What follows belongs to an exercise in optimizing a design on an open flow for small area, a short achievable clock period and few clock cycles; a production flow would make more cautious choices.
Only simulation tests tie the RTL to the original design; equivalence was not proved.

## goldschmidt_divider
module goldschmidt_divider (
    input wire clk,
    input wire rst_n,
    input wire start,
    input wire [15:0] numerator,       
    input wire [15:0] denominator,     
    output reg [15:0] quotient,        
    output reg valid,
    output reg error
);
Size in the first run: ~2,100 cells after synthesis, ~170 flip-flops, roughly 53 I/O pins, roughly 18,000 um2 of cells after synthesis.
==> module goldschmidt_divider, before the edit <==
module goldschmidt_divider (
    input wire clk,
    input wire rst_n,
    input wire start,
    input wire [15:0] numerator,       
    input wire [15:0] denominator,     
    output reg [15:0] quotient,        
    output reg valid,
    output reg error
);
reg        busy;
reg [4:0]  cnt;
reg [29:0] xn;       
reg [30:0] accn;
reg [25:0] xd;       
reg [26:0] accd;
reg [24:0] y;        
reg [3:0]  lz;       
reg        eq, dz;
reg last, norm, done;
wire [4:0] cnt_nx = busy ? cnt + 5'd1 : 5'd0;
wire [30:0] x2n = {xn, 1'b0};
wire [26:0] x2d = {xd, 1'b0};
wire [35:0] sumn, sumd36;
wire [31:0] sumd = sumd36[31:0];
gs_macc #(.W(31), .O(36)) mn (.a(accn), .x(x2n), .y(y[4:0]), .s(sumn));
gs_macc #(.W(27), .O(36)) md (.a(accd), .x(x2d), .y(y[4:0]), .s(sumd36));
wire [15:0] d = xd[15:0];
wire        z3 = (d[15:8] == 8'd0);
wire [15:0] d3 = z3 ? {d[7:0], 8'd0} : d;
wire        z2 = (d3[15:12] == 4'd0);
wire [15:0] d2 = z2 ? {d3[11:0], 4'd0} : d3;
wire        z1 = (d2[15:14] == 2'd0);
wire [15:0] d1 = z1 ? {d2[13:0], 2'd0} : d2;
wire        z0 = ~d1[15];
wire [15:0] d0 = z0 ? {d1[14:0], 1'b0} : d1;
wire [11:0] dn = d0[15:4];
reg [12:0] f0m1;     
always @(*) begin
    case (dn[10:8])
        3'd0: f0m1 = 13'd8191;
        3'd1: f0m1 = 13'd7281;
        3'd2: f0m1 = 13'd6553;
        3'd3: f0m1 = 13'd5957;
        3'd4: f0m1 = 13'd5460;
        3'd5: f0m1 = 13'd5040;
        3'd6: f0m1 = 13'd4680;
        default: f0m1 = 13'd4368;
    endcase
end
wire [44:0] qsh = {15'd0, xn} << lz;
always @(posedge clk or negedge rst_n) begin
    if (!rst_n) begin
        busy  <= 1'b0;
        valid <= 1'b0;
    end else begin
        valid <= busy & done;
        if (!busy)
            busy <= start;
        else if (done)
            busy <= 1'b0;
    end
end
always @(posedge clk) begin
    cnt  <= cnt_nx;
    norm <= (cnt_nx == 5'd0);
    last <= (cnt_nx == 5'd3) | (cnt_nx == 5'd8) | (cnt_nx == 5'd13) | (cnt_nx == 5'd18);
    done <= (cnt_nx == 5'd19);
    if (!busy)
        accn <= {numerator, 15'd0};
    else if (norm)
        accn <= x2n;
    else if (last)
        accn <= {sumn[34:5], 1'b0};
    else
        accn <= sumn[35:5];
    if (norm)
        accd <= {dn, 15'd0};
    else if (last)
        accd <= {sumd[30:5], 1'b0};
    else
        accd <= sumd[31:5];
    quotient <= eq ? 16'h1000 : qsh[31:16];
    error    <= dz;
    if (!busy)
        xn <= {numerator, 14'd0};
    else if (last)
        xn <= sumn[34:5];
    if (!busy)
        xd <= {10'd0, denominator};
    else if (norm)
        xd <= {dn, 14'd0};
    else if (last)
        xd <= sumd[30:5];
    if (norm)
        y <= {12'd0, f0m1};
    else if (last)
        y <= ~sumd[29:5];
    else
        y <= {5'd0, y[24:5]};
    if (norm) begin
        lz <= {z3, z2, z1, z0};
        eq <= (xn[29:14] == d);
        dz <= (d == 16'd0);
    end
end
endmodule
==> module gs_macc, before the edit <==
module gs_macc #(parameter W = 31, parameter O = 36) (
    input  wire [W-1:0] a,
    input  wire [W-1:0] x,
    input  wire [4:0]   y,
    output wire [O-1:0] s
);
wire [O-1:0] p0 = {{(O-W){1'b0}}, a};
wire [O-1:0] p1 = {{(O-W){1'b0}}, x & {W{y[0]}}};
wire [O-1:0] p2 = {{(O-W){1'b0}}, x & {W{y[1]}}} << 1;
wire [O-1:0] p3 = {{(O-W){1'b0}}, x & {W{y[2]}}} << 2;
wire [O-1:0] p4 = {{(O-W){1'b0}}, x & {W{y[3]}}} << 3;
wire [O-1:0] p5 = {{(O-W){1'b0}}, x & {W{y[4]}}} << 4;
wire [O-1:0] s1 = p0 ^ p1 ^ p2;
wire [O-1:0] c1 = ((p0 & p1) | (p0 & p2) | (p1 & p2)) << 1;
wire [O-1:0] s2 = p3 ^ p4 ^ p5;
wire [O-1:0] c2 = ((p3 & p4) | (p3 & p5) | (p4 & p5)) << 1;
wire [O-1:0] s3 = s1 ^ c1 ^ s2;
wire [O-1:0] c3 = ((s1 & c1) | (s1 & s2) | (c1 & s2)) << 1;
wire [O-1:0] s4 = s3 ^ c3 ^ c2;
wire [O-1:0] c4 = ((s3 & c3) | (s3 & c2) | (c3 & c2)) << 1;
assign s = s4 + c4;
endmodule
Settings: LEC_CHECK=0, CAP_MARGIN=20, CORE_MARGIN=2, CORE_UTILIZATION=40, SLEW_MARGIN=20; clock period 11.0 ns.
run.sh (not shown) runs the stock make flow with config.mk's settings and CLKGATE_MAP_FILE= SYNTH_SCRIPT=/design/flow/synth_recipe.tcl, a recipe that flattens the netlist after the stock synthesis.
Testbench counts at the start, summed over its fixed seeds: cycles 336,000.
Then changed:
==> flow/design.v (replaced) <==
module goldschmidt_divider (
    input wire clk,
    input wire rst_n,
    input wire start,
    input wire [15:0] numerator,       
    input wire [15:0] denominator,     
    output reg [15:0] quotient,        
    output reg valid,
    output reg error
);
reg        busy;
reg [4:0]  cnt;
reg [29:0] xn;       
reg [30:0] accn;
reg [25:0] xd;       
reg [26:0] accd;
reg [24:0] y;        
reg [3:0]  lz;       
reg        eq, dz;
wire first = (cnt == 5'd1) | (cnt == 5'd4) | (cnt == 5'd9) | (cnt == 5'd14);
wire last  = (cnt == 5'd3) | (cnt == 5'd8) | (cnt == 5'd13) | (cnt == 5'd18);
wire norm  = (cnt == 5'd0);
wire done  = (cnt == 5'd19);
wire [30:0] x2n = {xn, 1'b0};
wire [26:0] x2d = {xd, 1'b0};
wire [35:0] sumn = (first ? {5'd0, x2n} : {5'd0, accn}) + x2n * y[4:0];
wire [31:0] sumd = (first ? {5'd0, x2d} : {5'd0, accd}) + x2d * y[4:0];
wire [15:0] d = xd[15:0];
wire        z3 = (d[15:8] == 8'd0);
wire [15:0] d3 = z3 ? {d[7:0], 8'd0} : d;
wire        z2 = (d3[15:12] == 4'd0);
wire [15:0] d2 = z2 ? {d3[11:0], 4'd0} : d3;
wire        z1 = (d2[15:14] == 2'd0);
wire [15:0] d1 = z1 ? {d2[13:0], 2'd0} : d2;
wire        z0 = ~d1[15];
wire [15:0] d0 = z0 ? {d1[14:0], 1'b0} : d1;
wire [11:0] dn = d0[15:4];
reg [12:0] f0m1;     
always @(*) begin
    case (dn[10:8])
        3'd0: f0m1 = 13'd8191;
        3'd1: f0m1 = 13'd7281;
        3'd2: f0m1 = 13'd6553;
        3'd3: f0m1 = 13'd5957;
        3'd4: f0m1 = 13'd5460;
        3'd5: f0m1 = 13'd5040;
        3'd6: f0m1 = 13'd4680;
        default: f0m1 = 13'd4368;
    endcase
end
wire [44:0] qsh = {15'd0, xn} << lz;
always @(posedge clk or negedge rst_n) begin
    if (!rst_n) begin
        busy  <= 1'b0;
        valid <= 1'b0;
    end else begin
        valid <= busy & done;
        if (!busy)
            busy <= start;
        else if (done)
            busy <= 1'b0;
    end
end
always @(posedge clk) begin
    cnt  <= busy ? cnt + 5'd1 : 5'd0;
    accn <= sumn[35:5];
    accd <= sumd[31:5];
    quotient <= eq ? 16'h1000 : qsh[31:16];
    error    <= dz;
    if (!busy)
        xn <= {numerator, 14'd0};
    else if (last)
        xn <= sumn[34:5];
    if (!busy)
        xd <= {10'd0, denominator};
    else if (norm)
        xd <= {dn, 14'd0};
    else if (last)
        xd <= sumd[30:5];
    if (norm)
        y <= {12'd0, f0m1};
    else if (last)
        y <= ~sumd[29:5];
    else
        y <= {5'd0, y[24:5]};
    if (norm) begin
        lz <= {z3, z2, z1, z0};
        eq <= (xn[29:14] == d);
        dz <= (d == 16'd0);
    end
end
endmodule
Wire length goes up slightly.
Clock skew barely changes.
Fmax goes down by about a fifth.
Flip-flop and latch count goes down by 3.
Critical path depth goes up by 11.
Register-to-register slack is worse by 1500 ps.
Synthesized area goes up by a few percent.
Design area goes up by a few percent.
Via count goes up by a few percent.
Hold slack is worse by 6.0 ps.
Utilization goes down by 0.22 points.
Worst setup slack is worse by 1500 ps.
Testbench counts after the change, summed over its fixed seeds: cycles 336,000.

---

Setup of the reference run:
Another version of the RTL of goldschmidt_divider (not shown whole).
Size in the first run: about 3200 cells after synthesis.
## goldschmidt_divider
module goldschmidt_divider (
    input wire clk,
    input wire rst_n,
    input wire start,
    input wire [15:0] numerator,       
    input wire [15:0] denominator,     
    output wire [15:0] quotient,       
    output reg valid,
    output wire error
);
==> module goldschmidt_divider, before the edit <==
module goldschmidt_divider (
    input wire clk,
    input wire rst_n,
    input wire start,
    input wire [15:0] numerator,       
    input wire [15:0] denominator,     
    output wire [15:0] quotient,       
    output reg valid,
    output wire error
);
reg        busy;
reg [2:0]  cnt;
reg [28:0] xn;       
reg [29:0] accn;
reg [24:0] xd;       
reg [25:0] accd;
reg [11:0] yh;       
reg [6:0]  one_n, two_n, neg_n;
reg [3:0]  lz;       
reg        eq, dz, d3one;
wire [2:0] cnt_nx = busy ? cnt + 3'd1 : 3'd0;
wire       fin    = cnt[0];      
wire [42:0] sumn;
wire [38:0] sumd;
gs_mac_n mn (.a(accn), .x({xn, 1'b0}), .one(one_n), .two(two_n), .neg(neg_n), .s(sumn));
gs_mac_d md (.a(accd), .x({xd, 1'b0}), .one(one_n), .two(two_n), .neg(neg_n), .s(sumd));
function [20:0] booth;       
    input [12:0] v;
    reg [15:0] w;
    integer i;
    begin
        w = {2'b00, v, 1'b0};
        for (i = 0; i < 7; i = i + 1) begin
            booth[i]      = w[2*i+1] ^ w[2*i];
            booth[7 + i]  = (w[2*i+2] & ~w[2*i+1] & ~w[2*i]) | (~w[2*i+2] & w[2*i+1] & w[2*i]);
            booth[14 + i] = w[2*i+2] & ~(w[2*i+1] & w[2*i]);
        end
    end
endfunction
wire [12:0] nxdig = ~sumd[24:12];    
wire [20:0] bnext = !busy ? booth(f0m1) : fin ? booth({1'b0, yh}) : booth(nxdig);
wire [15:0] d = denominator;
wire        z3 = (d[15:8] == 8'd0);
wire [15:0] d3 = z3 ? {d[7:0], 8'd0} : d;
wire        z2 = (d3[15:12] == 4'd0);
wire [15:0] d2 = z2 ? {d3[11:0], 4'd0} : d3;
wire        z1 = (d2[15:14] == 2'd0);
wire [15:0] d1 = z1 ? {d2[13:0], 2'd0} : d2;
wire        z0 = ~d1[15];
wire [15:0] d0 = z0 ? {d1[14:0], 1'b0} : d1;
wire [11:0] dn = d0[15:4];
reg [12:0] f0m1;     
always @(*) begin
    case (dn[10:8])
        3'd0: f0m1 = 13'd8191;
        3'd1: f0m1 = 13'd7281;
        3'd2: f0m1 = 13'd6553;
        3'd3: f0m1 = 13'd5957;
        3'd4: f0m1 = 13'd5460;
        3'd5: f0m1 = 13'd5040;
        3'd6: f0m1 = 13'd4680;
        default: f0m1 = 13'd4368;
    endcase
end
wire [28:0] n4   = xn + {11'd0, accn[29:12]};
wire [43:0] qsh = {15'd0, n4} << lz;
assign quotient = eq ? 16'h1000 : qsh[31:16];
assign error    = dz;
always @(posedge clk or negedge rst_n) begin
    if (!rst_n) begin
        busy  <= 1'b0;
        valid <= 1'b0;
    end else begin
        valid <= busy & (cnt == 3'd5);
        if (!busy)
            busy <= start;
        else if (cnt == 3'd5)
            busy <= 1'b0;
    end
end
always @(posedge clk) begin
    cnt <= cnt_nx;
    {neg_n, two_n, one_n} <= bnext;
    if (!busy) begin
        xn   <= {2'd0, numerator, 11'd0};
        accn <= {2'd0, numerator, 12'd0};
        xd   <= {2'd0, dn, 11'd0};
        accd <= {2'd0, dn, 12'd0};
        lz   <= {z3, z2, z1, z0};
        eq   <= (numerator == denominator);
        dz   <= (denominator == 16'd0);
    end else if (fin) begin
        accn <= (cnt[2] & d3one) ? 30'd0 : sumn[42:13];
        accd <= sumd[38:13];
    end else begin
        xn   <= sumn[40:12];
        accn <= {sumn[40:12], 1'b0};
        xd   <= sumd[36:12];
        accd <= {sumd[36:12], 1'b0};
        yh   <= ~sumd[36:25];
        d3one <= sumd[36];
    end
end
endmodule
export LEC_CHECK = 0
export ABC_AREA = 1
export CAP_MARGIN = 20
export CORE_MARGIN = 2
export CORE_UTILIZATION = 50
export SETUP_SLACK_MARGIN = 5
export SLEW_MARGIN = 20
create_clock -name core_clock -period 11.0 [get_ports {clk}]
standard.sh (not shown) runs the stock make flow with config.mk's settings and CLKGATE_MAP_FILE= SYNTH_SCRIPT=/design/flow/synth_recipe.tcl, a recipe that flattens the netlist after the stock synthesis.
==> flow/flow/run.sh <==
#!/bin/bash
# The standard layout (standard.sh), with one change to synthesis:
# SYNTH_ARGS=-noabc skips the quick ABC pass inside Yosys's "synth" fine
# stage, so extract_fa sees the adder trees as written and maps them to
# full adders without inverters between them.  Registers, their names and
# cell types are those of the standard synthesis; the final ABC mapping,
# floorplan, placement, CTS, routing and constraints are the standard ones.
set -euo pipefail
bash standard.sh SYNTH_ARGS=-noabc finish > standard.log 2>&1
Testbench counts of the reference run, summed over its fixed seeds: cycles 112,000.
What the trial run does differently from the reference run at the input level:
--- a/flow/design.v
+++ b/flow/design.v
@@ -14,17 +14,17 @@
 reg [29:0] accn;
 reg [24:0] xd;       
 reg [25:0] accd;
 reg [11:0] yh;       
-reg [6:0]  one_n, two_n, neg_n;
+reg [6:0]  one_n, two_n, neg_n, one_dn, two_dn, neg_dn;
 reg [3:0]  lz;       
 reg        eq, dz, d3one;
 wire [2:0] cnt_nx = busy ? cnt + 3'd1 : 3'd0;
 wire       fin    = cnt[0];      
 wire [42:0] sumn;
 wire [38:0] sumd;
 gs_mac_n mn (.a(accn), .x({xn, 1'b0}), .one(one_n), .two(two_n), .neg(neg_n), .s(sumn));
-gs_mac_d md (.a(accd), .x({xd, 1'b0}), .one(one_n), .two(two_n), .neg(neg_n), .s(sumd));
+gs_mac_d md (.a(accd), .x({xd, 1'b0}), .one(~one_dn), .two(~two_dn), .neg(~neg_dn), .s(sumd));
 function [20:0] booth;       
     input [12:0] v;
     reg [15:0] w;
     integer i;
@@ -61,9 +61,11 @@
         3'd6: f0m1 = 13'd4680;
         default: f0m1 = 13'd4368;
     endcase
 end
-wire [28:0] n4   = xn + {11'd0, accn[29:12]};
+reg  [10:0] xinc;
+wire [18:0] n4lo = {1'b0, xn[17:0]} + {1'b0, accn[29:12]};
+wire [28:0] n4   = {n4lo[18] ? xinc : xn[28:18], n4lo[17:0]};
 wire [43:0] qsh = {15'd0, n4} << lz;
 assign quotient = eq ? 16'h1000 : qsh[31:16];
 assign error    = dz;
 always @(posedge clk or negedge rst_n) begin
@@ -79,9 +81,11 @@
     end
 end
 always @(posedge clk) begin
     cnt <= cnt_nx;
+    xinc <= xn[28:18] + 11'd1;
     {neg_n, two_n, one_n} <= bnext;
+    {neg_dn, two_dn, one_dn} <= ~bnext;
     if (!busy) begin
         xn   <= {2'd0, numerator, 11'd0};
         accn <= {2'd0, numerator, 12'd0};
         xd   <= {2'd0, dn, 11'd0};
Results
In the flow results for the reference run and the trial run, the first-pass GRT wire length is larger on the trial run. Between the trial run and the reference run, it is the trial run whose clock-buffer cell count is higher, by 1. Cell area delta for the trial run relative to the reference run: 3.8% higher. Post-route non-filler standard cell count delta (the trial run -> the reference run): insignificant. The trial run ended up with a lower highest fanout seen on the critical path than the reference run did. Compared with the reference run, the trial run shows a lower share of the cycle needed by the critical path after routing. The trial run vs the reference run: global-route usage up in the trial run. Of the reference run and the trial run, the trial run shows the higher sequential share of layout area, with the reference run below it. Fmax: the trial run above the reference run. [the trial run] flip-flop and latch count rose 31 relative to the reference run. Going from the reference run to the trial run, area of all sequential standard cells grew by more than 10%. When the final numbers for the reference run and the trial run were put side by side, the via total after detailed routing turned out to be smaller in the reference run.
Testbench counts of the trial run, summed over its fixed seeds: cycles 112,000.

==> port drivers added, routing unchanged <==
No port has a modelled driver above. Below, the same layouts with a new extraction and two added sets of constraints. Step 1: set_driving_cell puts a clkbuf_16 on clk and a buf_2 on each other input, an assumption about the parent block. Step 2 adds t to the input delays and takes it off the output delays; t is the mean of the earliest and latest rising clock arrival at the registers after step 1. Input paths then give back, and output paths get back, about the clock's delay inside the block. a / b / c = ideal / step 1 / step 2; a / b = the first two.
| run | shift t [ns] | setup slack, ns | hold WS [ns] | clock arrival spread, ns | worst register clock-pin slew, ns |
|---|---|---|---|---|---|
| the first run of note 1 | 0.527 | 4.935 / 4.935 / 4.935 | 0.363 / 0.363 / 0.363 | 0.014 / 0.014 | 0.08 / 0.08 |
| the second run of note 1 | 0.540 | 3.484 / 3.484 / 3.484 | 0.357 / 0.357 / 0.357 | 0.021 / 0.021 | 0.08 / 0.08 |
| the reference run | 0.557 | 5.096 / 5.095 / 5.096 | 0.483 / 0.483 / 0.483 | 0.018 / 0.018 | 0.08 / 0.08 |
| the trial run | 0.552 | 5.123 / 5.068 / 4.904 | 0.543 / 0.543 / 0.543 | 0.019 / 0.019 | 0.09 / 0.09 |
After both steps every run listed still meets setup and hold. The setup slack of the trial run, which loses most, moves by -0.055 ns with the drivers and by -0.219 ns with both steps.
